This design comes from an exercise in tuning for small area, a short achievable clock period and few clock cycles per item on the open sky130 flow, not from production work. In this exercise RTL edits were held to simulation tests only and were not proved equivalent to the original.

Setup of old:
Design logarithm, start of the top module:
module logarithm #(
	parameter n = 16,
	parameter m = 24,
	parameter k = 5 ,
	parameter p = 24
) (
	input        clk  ,  
	input        reset,  
	input        start,
	input  [0:n] x    ,
	output [1:p] y    ,
	output       done
);
==> flow/config.mk <==
export PLATFORM = sky130hd
export DESIGN_NAME = logarithm
export DESIGN_NICKNAME = logarithm
export VERILOG_FILES = /design/flow/design.v
export SDC_FILE = /design/flow/constraint.sdc
export NUM_CORES = 4
export LEC_CHECK = 0
export CAP_MARGIN = 20
export CORE_MARGIN = 2
export CORE_UTILIZATION = 40
export CTS_BUF_LIST = sky130_fd_sc_hd__clkbuf_4 sky130_fd_sc_hd__clkbuf_8
export SETUP_SLACK_MARGIN = 3.8
export SLEW_MARGIN = 60
export SYNTH_HIERARCHICAL = 1
export SYNTH_MINIMUM_KEEP_SIZE = 0
==> flow/constraint.sdc <==
create_clock -name core_clock -period 9.0 [get_ports {clk}]
set_input_delay 1.8000 -clock core_clock [delete_from_list [all_inputs] [get_ports {clk}]]
set_output_delay 1.8000 -clock core_clock [all_outputs]
set_load 0.01 [all_outputs]
standard.sh (not shown) runs the stock make flow with config.mk's settings and CLKGATE_MAP_FILE= SYNTH_SCRIPT=/design/flow/synth_recipe.tcl, a recipe that flattens the netlist after the stock synthesis.
==> flow/flow/run.sh <==
#!/bin/bash
# Standard layout, with the smallest buffer on the ports instead of the
# delay buffer that buffer_ports picks by default.
set -e
export BUFFER_PORTS_ARGS="-buffer_cell sky130_fd_sc_hd__buf_1"
bash standard.sh finish > standard_flow.log 2>&1
Testbench counts of old, summed over its fixed seeds: cycles 36,800, items 1,600.
diff inputs: old => new
--- a/flow/design.v
+++ b/flow/design.v
@@ -1581,51 +1581,28 @@
 	wire ge2 = f >= 24'd3174369;
 	wire ge3 = f >= 24'd4980142;
 	wire ge4 = b;
 	wire ge5 = f >= 24'd9096789;
 	wire ge6 = f >= 24'd11438586;
 	wire ge7 = f >= 24'd13992335;
 	wire tb0 = ge4;
 	wire tb1 = (tb0 ? ge6 : ge2);
 	wire tb2 = (tb0 ? (tb1 ? ge7 : ge5) : (tb1 ? ge3 : ge1));
 	wire [2:0] tbits = {tb0, tb1, tb2};
 	reg  [21:0] sr;          
-	wire        dn = sr[21];
-	wire        sh = ~dn & b;      
-	wire        sk = ~dn & ~b;     
-	wire        hd = dn & ~start;  
-	wire [23:0] fh;
-	log_and u_hold0 (hd, f[0], fh[0]);
-	log_and u_hold1 (hd, f[1], fh[1]);
-	log_and u_hold2 (hd, f[2], fh[2]);
-	log_and u_hold3 (hd, f[3], fh[3]);
-	log_and u_hold4 (hd, f[4], fh[4]);
-	log_and u_hold5 (hd, f[5], fh[5]);
-	log_and u_hold6 (hd, f[6], fh[6]);
-	log_and u_hold7 (hd, f[7], fh[7]);
-	log_and u_hold8 (hd, f[8], fh[8]);
-	log_and u_hold9 (hd, f[9], fh[9]);
-	log_and u_hold10 (hd, f[10], fh[10]);
-	log_and u_hold11 (hd, f[11], fh[11]);
-	log_and u_hold12 (hd, f[12], fh[12]);
-	log_and u_hold13 (hd, f[13], fh[13]);
-	log_and u_hold14 (hd, f[14], fh[14]);
-	log_and u_hold15 (hd, f[15], fh[15]);
-	log_and u_hold16 (hd, f[16], fh[16]);
-	log_and u_hold17 (hd, f[17], fh[17]);
-	log_and u_hold18 (hd, f[18], fh[18]);
-	log_and u_hold19 (hd, f[19], fh[19]);
-	log_and u_hold20 (hd, f[20], fh[20]);
-	log_and u_hold21 (hd, f[21], fh[21]);
-	log_and u_hold22 (hd, f[22], fh[22]);
-	log_and u_hold23 (hd, f[23], fh[23]);
+	reg  [2:0] q;           
+	reg         dn;          
+	wire        last = sr[21] & ~dn;
+	wire        ld = dn;
+	wire        sh = ~ld & b;    
+	wire        sk = ~ld & ~b;   
 	wire [23:0] fs;              
 	log_a22oi u_sel0 (sh, s[1], sk, s[0], fs[0]);
 	log_a22oi u_sel1 (sh, s[2], sk, s[1], fs[1]);
 	log_a22oi u_sel2 (sh, s[3], sk, s[2], fs[2]);
 	log_a22oi u_sel3 (sh, s[4], sk, s[3], fs[3]);
 	log_a22oi u_sel4 (sh, s[5], sk, s[4], fs[4]);
 	log_a22oi u_sel5 (sh, s[6], sk, s[5], fs[5]);
 	log_a22oi u_sel6 (sh, s[7], sk, s[6], fs[6]);
 	log_a22oi u_sel7 (sh, s[8], sk, s[7], fs[7]);
 	log_a22oi u_sel8 (sh, s[9], sk, s[8], fs[8]);
 	log_a22oi u_sel9 (sh, s[10], sk, s[9], fs[9]);
@@ -1636,35 +1613,37 @@
 	log_a22oi u_sel14 (sh, s[15], sk, s[14], fs[14]);
 	log_a22oi u_sel15 (sh, s[16], sk, s[15], fs[15]);
 	log_a22oi u_sel16 (sh, s[17], sk, s[16], fs[16]);
 	log_a22oi u_sel17 (sh, s[18], sk, s[17], fs[17]);
 	log_a22oi u_sel18 (sh, s[19], sk, s[18], fs[18]);
 	log_a22oi u_sel19 (sh, s[20], sk, s[19], fs[19]);
 	log_a22oi u_sel20 (sh, s[21], sk, s[20], fs[20]);
 	log_a22oi u_sel21 (sh, s[22], sk, s[21], fs[21]);
 	log_a22oi u_sel22 (sh, s[23], sk, s[22], fs[22]);
 	log_a22oi u_sel23 (sh, s[25], sk, s[23], fs[23]);
 	always @(posedge clk)
-		f <= ~fs | fh | ({24{start & x[0]}} & {x[1:n], {(m-n){1'b0}}});
+		f <= ~fs | ({24{ld & x[0]}} & {x[1:n], {(m-n){1'b0}}});
 	always @(posedge clk or negedge reset) begin
 		if (~reset)
-			sr[21] <= 1'b1;
-		else if (start | ~dn)
-			sr[21] <= start ? 1'b0 : sr[20];
+			dn <= 1'b1;
+		else if (start | last)
+			dn <= ~start;
 	end
 	always @(posedge clk) begin
-		if (start | ~dn)
-			sr[20:0] <= start ? 21'd1 : {sr[19:0], b};
+		if (start | (~dn & ~last))
+			sr <= start ? 22'd1 : {sr[20:0], b};
+		if (last)
+			q <= tbits;
 	end
 	assign done = dn;
-	assign y    = {sr[20:0], tbits};
+	assign y    = {sr[20:0], q};
 endmodule
 module log_fa (input a, input b, input c, output s, output co);
 	assign s  = a ^ b ^ c;
 	assign co = (a & b) | (a & c) | (b & c);
 endmodule
 module log_xor (input a, input b, output y);
 	assign y = a ^ b;
 endmodule
 module log_maj (input a, input b, input c, output y);
 	assign y = (a & b) | (a & c) | (b & c);
 endmodule
### Flow results
new completed end to end with timing, DRC and antenna clean.
Compared with old, in new die width comparable.
new vs old — sequential share of layout area rose 1.2 points.
Looking at wire length of the first global-routing pass across old and new, the one that comes out higher is old.
Lower number of library cell types mapped by synthesis among old and new: new
Combined area of all synthesized cells across old and new: no real change.
Total global-route track usage down 0.79 points in new wrt old
| fmax | old vs new | ≈ equal |
Testbench counts of new, summed over its fixed seeds: cycles 38,400, items 1,600.

* * *

Starting RTL as in the previous note.
Settings: LEC_CHECK=0, CAP_MARGIN=20, CORE_MARGIN=2, CORE_UTILIZATION=40, SETUP_SLACK_MARGIN=4.0, SLEW_MARGIN=60, SYNTH_HIERARCHICAL=1, SYNTH_MINIMUM_KEEP_SIZE=0; clock period 9.0 ns.
Scripts as last shown in full above: flow/flow/run.sh
Testbench counts at the start, summed over its fixed seeds: cycles 36,800, items 1,600.
Change:
--- a/flow/design.v
+++ b/flow/design.v
@@ -1586,45 +1586,45 @@
 	wire ge7 = f >= 24'd13992335;
 	wire tb0 = ge4;
 	wire tb1 = (tb0 ? ge6 : ge2);
 	wire tb2 = (tb0 ? (tb1 ? ge7 : ge5) : (tb1 ? ge3 : ge1));
 	wire [2:0] tbits = {tb0, tb1, tb2};
 	reg  [21:0] sr;          
 	wire        dn = sr[21];
 	wire        sh = ~dn & b;      
 	wire        sk = ~dn & ~b;     
 	wire        hd = dn & ~start;  
-	wire [23:0] fh;
-	log_and u_hold0 (hd, f[0], fh[0]);
-	log_and u_hold1 (hd, f[1], fh[1]);
-	log_and u_hold2 (hd, f[2], fh[2]);
-	log_and u_hold3 (hd, f[3], fh[3]);
-	log_and u_hold4 (hd, f[4], fh[4]);
-	log_and u_hold5 (hd, f[5], fh[5]);
-	log_and u_hold6 (hd, f[6], fh[6]);
-	log_and u_hold7 (hd, f[7], fh[7]);
-	log_and u_hold8 (hd, f[8], fh[8]);
-	log_and u_hold9 (hd, f[9], fh[9]);
-	log_and u_hold10 (hd, f[10], fh[10]);
-	log_and u_hold11 (hd, f[11], fh[11]);
-	log_and u_hold12 (hd, f[12], fh[12]);
-	log_and u_hold13 (hd, f[13], fh[13]);
-	log_and u_hold14 (hd, f[14], fh[14]);
-	log_and u_hold15 (hd, f[15], fh[15]);
-	log_and u_hold16 (hd, f[16], fh[16]);
-	log_and u_hold17 (hd, f[17], fh[17]);
-	log_and u_hold18 (hd, f[18], fh[18]);
-	log_and u_hold19 (hd, f[19], fh[19]);
-	log_and u_hold20 (hd, f[20], fh[20]);
-	log_and u_hold21 (hd, f[21], fh[21]);
-	log_and u_hold22 (hd, f[22], fh[22]);
-	log_and u_hold23 (hd, f[23], fh[23]);
+	wire [23:0] fh;              
+	log_nand u_hold0 (hd, f[0], fh[0]);
+	log_nand u_hold1 (hd, f[1], fh[1]);
+	log_nand u_hold2 (hd, f[2], fh[2]);
+	log_nand u_hold3 (hd, f[3], fh[3]);
+	log_nand u_hold4 (hd, f[4], fh[4]);
+	log_nand u_hold5 (hd, f[5], fh[5]);
+	log_nand u_hold6 (hd, f[6], fh[6]);
+	log_nand u_hold7 (hd, f[7], fh[7]);
+	log_nand u_hold8 (hd, f[8], fh[8]);
+	log_nand u_hold9 (hd, f[9], fh[9]);
+	log_nand u_hold10 (hd, f[10], fh[10]);
+	log_nand u_hold11 (hd, f[11], fh[11]);
+	log_nand u_hold12 (hd, f[12], fh[12]);
+	log_nand u_hold13 (hd, f[13], fh[13]);
+	log_nand u_hold14 (hd, f[14], fh[14]);
+	log_nand u_hold15 (hd, f[15], fh[15]);
+	log_nand u_hold16 (hd, f[16], fh[16]);
+	log_nand u_hold17 (hd, f[17], fh[17]);
+	log_nand u_hold18 (hd, f[18], fh[18]);
+	log_nand u_hold19 (hd, f[19], fh[19]);
+	log_nand u_hold20 (hd, f[20], fh[20]);
+	log_nand u_hold21 (hd, f[21], fh[21]);
+	log_nand u_hold22 (hd, f[22], fh[22]);
+	log_nand u_hold23 (hd, f[23], fh[23]);
 	wire [23:0] fs;              
 	log_a22oi u_sel0 (sh, s[1], sk, s[0], fs[0]);
 	log_a22oi u_sel1 (sh, s[2], sk, s[1], fs[1]);
 	log_a22oi u_sel2 (sh, s[3], sk, s[2], fs[2]);
 	log_a22oi u_sel3 (sh, s[4], sk, s[3], fs[3]);
 	log_a22oi u_sel4 (sh, s[5], sk, s[4], fs[4]);
 	log_a22oi u_sel5 (sh, s[6], sk, s[5], fs[5]);
 	log_a22oi u_sel6 (sh, s[7], sk, s[6], fs[6]);
 	log_a22oi u_sel7 (sh, s[8], sk, s[7], fs[7]);
 	log_a22oi u_sel8 (sh, s[9], sk, s[8], fs[8]);
@@ -1637,21 +1637,21 @@
 	log_a22oi u_sel15 (sh, s[16], sk, s[15], fs[15]);
 	log_a22oi u_sel16 (sh, s[17], sk, s[16], fs[16]);
 	log_a22oi u_sel17 (sh, s[18], sk, s[17], fs[17]);
 	log_a22oi u_sel18 (sh, s[19], sk, s[18], fs[18]);
 	log_a22oi u_sel19 (sh, s[20], sk, s[19], fs[19]);
 	log_a22oi u_sel20 (sh, s[21], sk, s[20], fs[20]);
 	log_a22oi u_sel21 (sh, s[22], sk, s[21], fs[21]);
 	log_a22oi u_sel22 (sh, s[23], sk, s[22], fs[22]);
 	log_a22oi u_sel23 (sh, s[25], sk, s[23], fs[23]);
 	always @(posedge clk)
-		f <= ~fs | fh | ({24{start & x[0]}} & {x[1:n], {(m-n){1'b0}}});
+		f <= ~fs | ~fh | ({24{start & x[0]}} & {x[1:n], {(m-n){1'b0}}});
 	always @(posedge clk or negedge reset) begin
 		if (~reset)
 			sr[21] <= 1'b1;
 		else if (start | ~dn)
 			sr[21] <= start ? 1'b0 : sr[20];
 	end
 	always @(posedge clk) begin
 		if (start | ~dn)
 			sr[20:0] <= start ? 21'd1 : {sr[19:0], b};
 	end
Via count fell slightly.
Non-clock buffer count is unchanged.
Final cell count stays flat.
Sequential share of layout area stays flat.
First-iteration DRC count drops by about a fifth.
Testbench counts after the change, summed over its fixed seeds: cycles 36,800, items 1,600.

[re-timing with driven ports]
In the flow no input, the clock included, has a driving cell. The finished layouts below were timed again as built, in two steps.
Step 1: set_driving_cell puts a clkbuf_16 on clk and a buf_2 on each other input, an assumption about the parent block.
Step 2, shift: input delay + t, output delay - t, t = (earliest + latest rising clock arrival at the registers) / 2. This alone moves slack from input paths to output paths.
Three values: ideal ports, drivers, drivers and shift; two values: the first two.
| run | t, ns | setup WS [ns] | worst hold slack (ns) |
|---|---|---|---|
| old | 0.344 | 4.076 / 4.076 / 4.076 | 0.545 / 0.545 / 0.545 |
| new | 0.350 | 4.080 / 4.080 / 4.080 | 0.574 / 0.574 / 0.574 |
| the first run of note 2 | 0.343 | 4.236 / 4.236 / 4.236 | 0.528 / 0.528 / 0.528 |
| the second run of note 2 | 0.327 | 4.201 / 4.201 / 4.201 | 0.485 / 0.485 / 0.485 |
After both steps every run listed still meets setup and hold.
